From an optimization exercise on the open Yosys and OpenROAD flow, aimed at small area, a short achievable clock period and few clock cycles; shortcuts taken in it are not production practice.
Function was checked by simulation only, so behaviour that the tests miss may differ from the original.
No activity file was given, so power comes from the tool's default toggle rates.

run A:
// cpu_design
module cpu_design (reset, clock, write_read, M_address, M_data_in, M_data_out, overflow, status);
input reset, clock;
input [7:0] M_data_in;
output write_read, overflow;
output [7:0] M_data_out;
output [11:0] M_address;
output [2:0] status;
reg [11:0] MAR, PC;
reg [7:0] IR;
reg [7:0] R0, R1, R2, R3;
reg ovf;
reg st_e, st_tj, st_tr, st_tw, st_h;
wire [3:0] op = IR[7:4];
wire [1:0] rd_i = IR[3:2];
wire [1:0] rs_i = IR[1:0];
wire op_ld   = op == 4'd1;
wire op_add  = op == 4'd3;
wire op_sub  = op == 4'd4;
wire op_swap = op == 4'd10;
wire op_jmp  = op == 4'd11;
wire op_jz   = op == 4'd12;
wire op_rd   = op == 4'd13;
wire op_wr   = op == 4'd14;
wire op_stop = op == 4'd15;
wire op_two  = op_jmp | op_jz | op_rd | op_wr;
wire op_alu  = (op >= 4'd2) && (op <= 4'd10);
reg [7:0] rd, rs;
always @(*) begin
	case (rd_i)
		2'd0: rd = R0;
		2'd1: rd = R1;
		2'd2: rd = R2;
		default: rd = R3;
	endcase
	case (rs_i)
		2'd0: rs = R0;
		2'd1: rs = R1;
		2'd2: rs = R2;
		default: rs = R3;
	endcase
end
wire [7:0] bb = rs ^ {8{op_sub}};
wire [8:0] lo_c = {1'b0, rd[6:0], 1'b1} + {1'b0, bb[6:0], op_sub};
wire c7 = lo_c[8];
wire [7:0] sum = {rd[7] ^ bb[7] ^ c7, lo_c[7:1]};
wire ovf_f = op_sub ^ (c7 ? ~(rd[7] & bb[7]) : (rd[7] | bb[7]));
reg [3:0] lut;
always @(*) begin
	case (op)
		4'd5: lut = 4'b1000;
		4'd6: lut = 4'b1110;
		4'd7: lut = 4'b0110;
		default: lut = 4'b1010;   
	endcase
end
wire sel_sum = op_add | op_sub;
wire sel_shr = op == 4'd8;
wire sel_shl = op == 4'd9;
reg [7:0] res;
integer bi;
always @(*) begin
	for (bi = 0; bi < 8; bi = bi + 1)
		res[bi] = lut[{rd[bi], rs[bi]}];
	if (sel_shr) res = {1'b0, rd[7:1]};
	if (sel_shl) res = {rd[6:0], 1'b0};
	if (sel_sum) res = sum[7:0];
end
wire r0z = (R0 == 8'd0);
wire st_b = ~(st_e | st_tj | st_tr | st_tw | st_h);
wire e_two = st_e & op_two;
wire go_t = e_two & ~(op_jz & ~r0z);
wire fetch = st_b | (st_e & ~op_two & ~op_stop) | st_tj;
wire wr0 = st_tr | st_e & (op_ld | op_alu & (rd_i == 2'd0) | op_swap & (rs_i == 2'd0));
wire r0_nz_next = ~wr0 & ~r0z
	| st_e & op_ld & (|IR[3:0])
	| st_e & (op == 4'd8) & (rd_i == 2'd0) & (|R0[7:1])
	| st_e & (op == 4'd9) & (rd_i == 2'd0) & (|R0[6:0]);
wire skip = fetch & r0_nz_next & (M_data_in[7:4] == 4'd12);
wire [10:0] mar_hi_inc = MAR[11:1] + 11'd1;
wire [11:0] mar_inc = {MAR[0] ? mar_hi_inc : MAR[11:1], ~MAR[0]};
  ...
Size: about 35 I/O pins, ~0.0047 mm² of cells after synthesis.
export LEC_CHECK = 0
export ABC_AREA = 1
export CAP_MARGIN = 20
export CORE_MARGIN = 2
export CORE_UTILIZATION = 65
export CTS_BUF_LIST = sky130_fd_sc_hd__clkbuf_8
export CTS_CLUSTER_SIZE = 30
export SETUP_SLACK_MARGIN = 5
export SLEW_MARGIN = 20
create_clock -name core_clock -period 8.0 [get_ports {clock}]
standard.sh (not shown) runs the stock make flow with config.mk's settings and CLKGATE_MAP_FILE= SYNTH_SCRIPT=/design/flow/synth_recipe.tcl, a recipe that flattens the netlist after the stock synthesis.
==> flow/flow/run.sh <==
#!/bin/bash
set -euo pipefail
here=$(cd "$(dirname "$0")" && pwd)
source "$here/params.sh"
export MY_ABC_SCRIPT="$here/abc_map.script"
args=(SYNTH_SCRIPT="$here/synth.tcl" SETUP_SLACK_MARGIN=$MARGIN "BUFFER_PORTS_ARGS=-buffer_cell $PORT_BUF")
if [[ -n "${CTS_ARGS:-}" ]]; then args+=("CTS_ARGS=$CTS_ARGS"); fi
bash standard.sh "${args[@]}" finish > make.log 2>&1
==> flow/flow/abc_map.script <==
strash
dc2
dch -f
map -a
topo
stime -c
buffer -c
upsize -c
dnsize -c
==> flow/flow/params.sh <==
MARGIN=5
PORT_BUF=sky130_fd_sc_hd__buf_1
CTS_ARGS="-sink_clustering_enable -repair_clock_nets -sink_clustering_size 30 -buf_list sky130_fd_sc_hd__clkbuf_8 -dont_use_dummy_load"
==> flow/flow/synth.tcl <==
proc synth {args} { yosys synth -nofsm -noshare {*}$args }
proc abc {args} {
  set i [lsearch $args -script]
  if { $i >= 0 && [info exists ::env(MY_ABC_SCRIPT)] } { lset args [expr {$i + 1}] $::env(MY_ABC_SCRIPT) }
  yosys abc {*}$args
}
source $::env(SCRIPTS_DIR)/synth.tcl
# left out here: clear keep_hierarchy, flatten, clean up, hide names made inside functions, write 1_2_yosys.v
Run A finished every stage and its layout cleared the timing, DRC and antenna checks.
Testbench counts of run A, summed over its fixed seeds: cycles 245,097.
For run B, these inputs were changed with respect to run A:
-- flow/flow/run.sh --
<<< run A, line 5
export MY_ABC_SCRIPT="$here/abc_map.script"
args=(SYNTH_SCRIPT="$here/synth.tcl" SETUP_SLACK_MARGIN=$MARGIN "BUFFER_PORTS_ARGS=-buffer_cell $PORT_BUF")
>>> run B, line 5
args=(SETUP_SLACK_MARGIN=$MARGIN "BUFFER_PORTS_ARGS=-buffer_cell $PORT_BUF")
<<< run A, line 8
>>> run B, line 7
if [[ -n "${EXTRA:-}" ]]; then args+=($EXTRA); fi
-- flow/flow/params.sh --
<<< run A, line 1
MARGIN=5
>>> run B, line 1
MARGIN=4.9
<<< run A, line 4
>>> run B, line 4
EXTRA="REMOVE_ABC_BUFFERS=1"
removed: flow/flow/abc_map.script
removed: flow/flow/synth.tcl
- Minimum clock period after layout in run B is 0.094 ns lower than in run A
- Non-clock buffer count for run B: about 26% down relative to run A
- Status: power consumed by sequential cells parity (run B, run A)
- Taking run A as the reference point, the total length of routed met3 wires of run B falls by about 17%.
> inputs changed (run B -> run C)
Settings: CORE_UTILIZATION now 55, was 65.
-- flow/flow/run.sh --
<<< run B, line 7
if [[ -n "${EXTRA:-}" ]]; then args+=($EXTRA); fi
>>> run C, line 7
-- flow/flow/params.sh --
<<< run B, line 1
MARGIN=4.9
>>> run C, line 1
MARGIN=4.8
<<< run B, line 4
EXTRA="REMOVE_ABC_BUFFERS=1"
>>> run C, line 4
[summary]
- Headroom to the max-slew limit on run C is down relative to run B.
- Run C against run B: minimum period implied by the final worst setup slack higher; final worst-path cycle share higher; met3 layer wire length in the routed design lower.
- Cell with the largest stage delay on the worst path = sky130_fd_sc_hd__dfxtp_2: run C; cell with the largest stage delay on the worst path = sky130_fd_sc_hd__dfxtp_4: run B
- Run C — worst hold slack across all endpoints 0.0094 ns higher, run B as reference
- Looking at combined global-route utilization of all metal layers, run C sits below run B.
- Wire length reported by the detailed router: run C worse than run B
- Slack of the critical path, run B and run C, higher one = run B.
- Delta (run C minus run B): sequential share of cell area closely matched the old numbers, total via count after detailed routing decreased by 52 relative to the old numbers.
Inputs modified between run C and run D:
Settings: CORE_UTILIZATION changed from 55 to 65.
==> flow/run.sh (new file) <==
#!/bin/bash
# synth_recipe.tcl (not shown) runs the flow's synth.tcl, then flattens the netlist and writes it again
# the make line also repeats each setting of config.mk as NAME=value (left out here)
make -C /OpenROAD-flow-scripts/flow DESIGN_CONFIG=/design/flow/config.mk WORK_HOME=/design/flow/orfs CLKGATE_MAP_FILE= SYNTH_SCRIPT=/design/flow/synth_recipe.tcl finish
removed: flow/flow/run.sh
removed: flow/flow/params.sh
removed: flow/standard.sh
==> run summary <==
In summary, run D completed successfully, with a layout that passed the timing, DRC and antenna checks. Run C finished every stage and its layout cleared the timing, DRC and antenna checks. Run C consumes less power than run D. Diff run C -> run D: detailed-route wire length on metal 1 has decreased; worst hold slack flat. Highest net fanout along the worst path sits lower in run D than in run C. Cell at the slowest stage of the critical path = sky130_fd_sc_hd__dfxtp_2: run C; cell at the slowest stage of the critical path = sky130_fd_sc_hd__clkdlybuf4s50_1: run D.

re-timing with driven ports:
The results above use ideal ports. As a check the final layouts listed here were re-extracted and re-timed, cells and wires unchanged.
Step 1 sets driving cells, clkbuf_16 on the clock port and buf_2 on the other inputs (assumed; they add their load-dependent delay and slew).
Step 2 also shifts input and output timing later by t, the mid clock arrival at the registers, as if the neighbouring blocks saw the same clock.
Slacks: no drivers / after step 1 / after step 2; pairs: no drivers / after step 1.
run	t, ns	setup WS [ns]	worst register clock-pin slew, ns
run A	0.380	4.998 / 4.998 / 4.782	0.08 / 0.08
run B	0.374	5.092 / 5.092 / 4.795	0.08 / 0.08
run C	0.368	4.986 / 4.986 / 4.772	0.08 / 0.08
run D	0.378	5.001 / 4.967 / 5.026	0.08 / 0.08
After both steps setup and hold are still met in every run listed. The setup slack of run B, which loses most, moves by 0.000 ns with the drivers and by -0.297 ns with both steps.
